Source: an optimization exercise on an open RTL-to-GDS flow (aim: small area, a short achievable clock period and few clock cycles per item). Production flows keep margins and buffers that such runs may drop. RTL that was checked went through simulation tests only; none was proved equivalent to the original. Power and IR drop assume default switching activity.

Design sa_top, start of the top module:
module sa_top (
    input  logic          clk_i,
    input  logic          rst_ni,
    input  logic          s_valid_i,
    input  logic          s_last_i,
    input  logic          m_ready_i,
    output logic          s_ready_o,
    output logic          m_valid_o,
    output logic          m_last_o,
    input  logic [ 15:0]  sx_data_i,
    input  logic [ 63:0]  sk_data_i,
    output logic [ 63:0]  m_data_o
);
==> flow/config.mk <==
export PLATFORM = sky130hd
export DESIGN_NAME = sa_top
export DESIGN_NICKNAME = sa_top
export VERILOG_FILES = /design/flow/design.v
export SDC_FILE = /design/flow/constraint.sdc
export NUM_CORES = 4
export LEC_CHECK = 0
export CAP_MARGIN = 20
export CORE_MARGIN = 2
export CORE_UTILIZATION = 40
export CTS_BUF_LIST = sky130_fd_sc_hd__clkbuf_16
export CTS_CLUSTER_DIAMETER = 100
export CTS_CLUSTER_SIZE = 24
export PLACE_DENSITY = 0.6
export SETUP_SLACK_MARGIN = 1.42
export SLEW_MARGIN = 20
==> flow/constraint.sdc <==
create_clock -name core_clock -period 4.2 [get_ports {clk_i}]
set_input_delay 0.8400 -clock core_clock [delete_from_list [all_inputs] [get_ports {clk_i}]]
set_output_delay 0.8400 -clock core_clock [all_outputs]
set_load 0.01 [all_outputs]
run.sh (not shown) runs the stock make flow with config.mk's settings and CLKGATE_MAP_FILE= SYNTH_SCRIPT=/design/flow/synth_recipe.tcl, a recipe that flattens the netlist after the stock synthesis.
Testbench counts at the start, summed over its fixed seeds: cycles 5,488, items 384.
Next try:
- SETUP_SLACK_MARGIN: 1.42 -> 1.38
Result: Final cell count shrinks by 0.51%. Total power barely changes. Count of clock-buffer cells in the layout stays the same. Final area is lower by 0.54%. Non-clock buffer count shrinks by 52. Clock skew is about the same. Worst setup slack loses 30 ps. Fmax is lower by 1.1%. Global-route usage barely changes. Routed wire length is lower by 1.1%.
Next try:
- CTS_BUF_LIST: sky130_fd_sc_hd__clkbuf_16 -> default
- CTS_CLUSTER_DIAMETER: 100 -> default
- CTS_CLUSTER_SIZE: 24 -> default
- SETUP_SLACK_MARGIN: 1.38 -> 1.55
After rerunning: The new run ran to the end with no violations; fmax came out higher by 2.7%; utilization went up by 3.5 points; first-iteration DRC count goes down by 7.7%; total power is higher by 19%; die area is unchanged; clock power increases by 73%; via count grows by 4.5%; hold slack gets better by 7.0 ps; wire length rose by 7.0%; worst setup slack gets better by 72 ps; global-route usage rose by 1.1 points.


the previous run:
sa_top, a different RTL version from the one above (not shown whole).
Size in the first run: roughly 7,400 cells after synthesis, roughly 1,500 flip-flops, ~150 I/O pins, about 82,000 um^2 of cells after synthesis.
clock: 4.2 ns
lec_check: 0
cap_margin: 20
core_margin: 2
core_utilization: 40
place_density: 0.6
setup_slack_margin: 1.42
slew_margin: 20
Every stage of the flow completed for the previous run, and the final layout passed the timing, design-rule and antenna checks.
Relative to the previous run, the following input files were edited for the current run:
- swapping 1.42 for 1.38 in SETUP_SLACK_MARGIN
Findings:
The current run reached the final stage; the timing, design-rule and antenna checks on its layout passed.
In the current run relative to the previous run, detail-routed via count per cell had gone down slightly.
Compared to the previous run, the routing of the current run uses less wire.
Sort the current run and the previous run by post-layout net count desc -> top: the previous run
Taking the previous run as the reference, in the current run multi-input gate count stayed essentially flat, layout buffer count excluding clock buffers fell by 41.
The current run ended up with met2 as its most congested layer reported by global routing; the previous run ended up with met1.
Compare the current run and the previous run | power share of the combinational group lower: the current run
On maximum single-stage delay on the critical path, the current run and the previous run are neck and neck.
As far as share of the final layout cell area in multi-input gates is concerned, the current run and the previous run perform about the same.
The current run -> the previous run: number of distinct standard cells referenced by the synthesized netlist delta 0, exact match
No run of this note included a check of the RTL's function; only the layout flow was run.


## before
The RTL this note starts from:
==> flow/design.v <==
module mac_cell #(
    parameter int CW = 4,                
    localparam int NC = 16 / CW          
) (
    input  logic              clk_i,
    input  logic              v_i,       
    input  logic              clr_i,     
    input  logic [3:0]        x_i,
    input  logic [7:0]        w_i,
    output logic [15:0]       acc_o,     
    output logic [NC-1:0]     cy_o       
);
  wire one0 = v_i & x_i[0];
  wire two0 = v_i & x_i[1] & ~x_i[0];
  wire neg0 = v_i & x_i[1];
  wire one1 = v_i & (x_i[2] ^ x_i[1]);
  wire two1 = v_i & ((x_i[3] & ~x_i[2] & ~x_i[1]) | (~x_i[3] & x_i[2] & x_i[1]));
  wire neg1 = v_i & x_i[3];
  wire [8:0] ws = {w_i[7], w_i};
  wire [8:0] m0 = ({9{one0}} & ws) | ({9{two0}} & {w_i, 1'b0});
  wire [8:0] m1 = ({9{one1}} & ws) | ({9{two1}} & {w_i, 1'b0});
  wire [9:0] p0 = {m0[8], m0} ^ {10{neg0}};   
  wire [9:0] p1 = {m1[8], m1} ^ {10{neg1}};   
  wire [15:0] xa = {{6{p0[9]}}, p0};
  wire [15:0] ya = {{4{p1[9]}}, p1, 2'b00};
  logic [15:0]   acc_q;
  logic [NC-1:0] cy_q;
  wire  [15:0]   a  = clr_i ? 16'd0 : acc_q;
  wire  [NC-1:0] ci = clr_i ? '0 : cy_q;
  logic [15:0] s, c;
  always_comb begin
    s = '0;
    c = '0;
    s[0] = a[0]; c[0] = xa[0];
    s[1] = a[1]; c[1] = xa[1];
    c[2] = neg1;
    for (int i = 2; i < 16; i++) begin
      s[i] = a[i] ^ xa[i] ^ ya[i];
      if (i < 15) c[i+1] = (a[i] & xa[i]) | (a[i] & ya[i]) | (xa[i] & ya[i]);
    end
  end
  logic [15:0]   sum;
  logic [NC-1:0] co;
  always_comb begin
    for (int k = 0; k < NC; k++) begin
      logic cc;
      cc = (k == 0) ? neg0 : ci[k];
      for (int i = k * CW; i < (k + 1) * CW; i++) begin
        sum[i] = s[i] ^ c[i] ^ cc;
        cc     = (s[i] & c[i]) | (s[i] & cc) | (c[i] & cc);
      end
      co[k] = cc;
    end
  end
  always_ff @(posedge clk_i) begin
    acc_q <= sum;
    cy_q  <= {co[NC-2:0], 1'b0};
  end
  assign acc_o = acc_q;
  assign cy_o  = cy_q;
endmodule
module mac_resolve #(
    parameter int CW = 4,
    localparam int NC = 16 / CW
) (
    input  logic [15:0]   acc_i,
    input  logic [NC-1:0] cy_i,
    output logic [15:0]   y_o
);
  logic [15:0] cv;
  always_comb begin
    cv = '0;
    for (int k = 1; k < NC; k++) cv[k*CW] = cy_i[k];
  end
  assign y_o = acc_i + cv;
endmodule
module sa_top (
    input  logic          clk_i,
    input  logic          rst_ni,
    input  logic          s_valid_i,
    input  logic          s_last_i,
    input  logic          m_ready_i,
    output logic          s_ready_o,
    output logic          m_valid_o,
    output logic          m_last_o,
    input  logic [ 15:0]  sx_data_i,
    input  logic [ 63:0]  sk_data_i,
    output logic [ 63:0]  m_data_o
);
  localparam int R  = 4;
  localparam int C  = 8;
  localparam int CW = 1;   
  localparam int NC = 16 / CW;
  logic adv_q;   
  wire  adv_n;
  logic [15:0] x0;
  logic [63:0] w0;
  logic        v0, l0;
  logic [2:0]  cnt;   
  wire hold = l0 && (cnt != 3'd7);
  wire go0  = v0 && !hold;   
  assign s_ready_o = adv_q && !(v0 && hold);
  always_ff @(posedge clk_i)
    if (s_ready_o) begin
      x0 <= sx_data_i;
      w0 <= sk_data_i;
      l0 <= s_last_i;
    end
  always_ff @(posedge clk_i)
    if (!rst_ni) v0 <= 1'b0;
    else if (s_ready_o) v0 <= s_valid_i;
  always_ff @(posedge clk_i)
    if (!rst_ni) cnt <= 3'd7;
    else if (adv_q) begin
      if (go0 && l0) cnt <= 3'd0;
      else if (cnt != 3'd7) cnt <= cnt + 3'd1;
    end
  logic [C:1]  vs, ls;
  logic [15:0] xs [1:C-1];
  logic [7:0]  ws [1:C-1][1:C-1];   
  always_ff @(posedge clk_i)
    if (!rst_ni) vs <= '0;
    else if (adv_q) vs <= {vs[C-1:1], go0};
  always_ff @(posedge clk_i)
    if (adv_q) ls <= {ls[C-1:1], l0};
  for (genvar j = 1; j < C; j++) begin : g_stage
    always_ff @(posedge clk_i)
      if (adv_q) xs[j] <= (j == 1) ? x0 : xs[j-1];
    for (genvar c = j; c < C; c++) begin : g_w
      always_ff @(posedge clk_i)
        if (adv_q) ws[j][c] <= (j == 1) ? w0[8*c +: 8] : ws[j-1][c];
    end
  end
  logic [15:0]   acc [C][R];
  logic [NC-1:0] cy  [C][R];
  logic [C-1:0]  fc;   
  logic [C-1:0] act_q;
  wire       v0_n   = s_ready_o ? s_valid_i : v0;
  wire       l0_n   = s_ready_o ? s_last_i : l0;
  wire [2:0] cnt_n  = !adv_q ? cnt : (go0 && l0) ? 3'd0 : (cnt != 3'd7) ? cnt + 3'd1 : cnt;
  wire       go0_n  = v0_n && !(l0_n && (cnt_n != 3'd7));
  wire [C-1:1] vs_n = adv_q ? {vs[C-2:1], go0} : vs[C-1:1];
  always_ff @(posedge clk_i)
    if (!rst_ni) act_q <= '0;
    else act_q <= {C{adv_n}} & {vs_n, go0_n};
  for (genvar c = 0; c < C; c++) begin : g_col
    wire        vc = act_q[c];
    wire        lc = (c == 0) ? l0 : ls[c];
    wire [15:0] xc = (c == 0) ? x0 : xs[c];
    wire [7:0]  wc = (c == 0) ? w0[7:0] : ws[c][c];
    always_ff @(posedge clk_i)
      if (!rst_ni) fc[c] <= 1'b1;
      else if (vc) fc[c] <= lc;
    for (genvar r = 0; r < R; r++) begin : g_row
      mac_cell #(.CW(CW)) u_mac (
          .clk_i(clk_i),
          .v_i  (vc),
          .clr_i(vc && fc[c]),
          .x_i  (xc[4*r +: 4]),
          .w_i  (wc),
          .acc_o(acc[c][r]),
          .cy_o (cy[c][r])
      );
    end
  end
  wire [C-1:0] sel = vs[C:1] & ls[C:1];
  logic [15:0]   macc [R];
  logic [NC-1:0] mcy  [R];
  logic [63:0]   pd;
  always_comb begin
    for (int r = 0; r < R; r++) begin
      macc[r] = '0;
      mcy[r]  = '0;
      for (int c = 0; c < C; c++) begin
        macc[r] = macc[r] | ({16{sel[c]}} & acc[c][r]);
        mcy[r]  = mcy[r]  | ({NC{sel[c]}} & cy[c][r]);
      end
    end
  end
  for (genvar r = 0; r < R; r++) begin : g_res
    mac_resolve #(.CW(CW)) u_res (.acc_i(macc[r]), .cy_i(mcy[r]), .y_o(pd[16*r +: 16]));
  end
  wire push = adv_q && |sel;
  wire pl   = sel[C-1];
  wire pop  = m_valid_o && m_ready_i;
  logic        hv, sv, hl, sl;
  logic [63:0] hd, sd;
  wire take = !hv || pop;   
  always_ff @(posedge clk_i)
    if (!rst_ni) begin
      hv <= 1'b0;
      sv <= 1'b0;
    end else if (take) begin
      hv <= sv || push;
      sv <= sv && push;
    end else begin
      sv <= sv || push;
    end
  always_ff @(posedge clk_i)
    if (take) begin
      hd <= sv ? sd : pd;
      hl <= sv ? sl : pl;
    end
  always_ff @(posedge clk_i)
    if (push && !(take && !sv)) begin
      sd <= pd;
      sl <= pl;
    end
  wire hv_n = take ? (sv || push) : hv;
  wire sv_n = take ? (sv && push) : (sv || push);
  assign adv_n = !(hv_n && sv_n);
  always_ff @(posedge clk_i)
    if (!rst_ni) adv_q <= 1'b1;
    else adv_q <= adv_n;
  assign m_valid_o = hv;
  assign m_last_o  = hl;
  assign m_data_o  = hd;
endmodule
Settings: LEC_CHECK=0, CAP_MARGIN=20, CORE_MARGIN=2, CORE_UTILIZATION=40, PLACE_DENSITY=0.6, SLEW_MARGIN=20; clock period 4.2 ns.
Input-level comparison between after and before:
Settings: ABC_CLOCK_PERIOD_IN_PS: unset -> 2200; SETUP_SLACK_MARGIN: unset -> 1.9.
Summary: final wirelength, after worse than before. Relative to before, the non-clock buffer area fraction after layout of after is higher by 12 points. Largest stage delay on the critical path ends up lower on before. [compare] base=before new=after: overall power after layout shows an increase of 7100 uW, relative area change from synthesis to final layout shows an increase of 26 points.
Function was not checked in any run of this note: the RTL went through the layout flow alone.

## what the ideal ports hide
Ports are ideal in the flow. The routed layouts listed here were re-timed in OpenROAD.
Step 1 (the two cells are an assumption about what drives the block):
set clk [get_ports {clk_i}]
set_driving_cell -lib_cell sky130_fd_sc_hd__clkbuf_16 $clk
set_driving_cell -lib_cell sky130_fd_sc_hd__buf_2 [delete_from_list [all_inputs] $clk]
Step 2 moves the port delays by t, midway between the first and last clock arrival at a register: inputs arrive t later, outputs are due t later. That takes back most of the time a late clock gives input paths.
a / b / c = ideal ports / drivers / drivers and shift; a / b = the first two.
run	t (ns)	setup WS [ns]	worst data-port slew with drivers (ns)	cell pins on the clock port's net
the first run of note 1	0.843	1.443 / 1.443 / 0.994	0.17	1
the second run of note 1	0.842	1.413 / 1.413 / 0.963	0.20	1
the third run of note 1	0.926	1.485 / 1.485 / 1.262	0.21	1
the previous run	0.925	1.349 / 1.349 / 1.220	0.18	1
the current run	0.916	1.368 / 1.368 / 1.099	0.18	1
before	0.962	0.201 / 0.201 / 0.201	0.09	1
after	0.983	0.539 / 0.539 / 0.539	0.09	1
After both steps setup and hold are still met in every run listed. For the second run of note 1, which loses most, drivers alone change the setup slack by 0.000 ns; drivers and shift together by -0.450 ns.
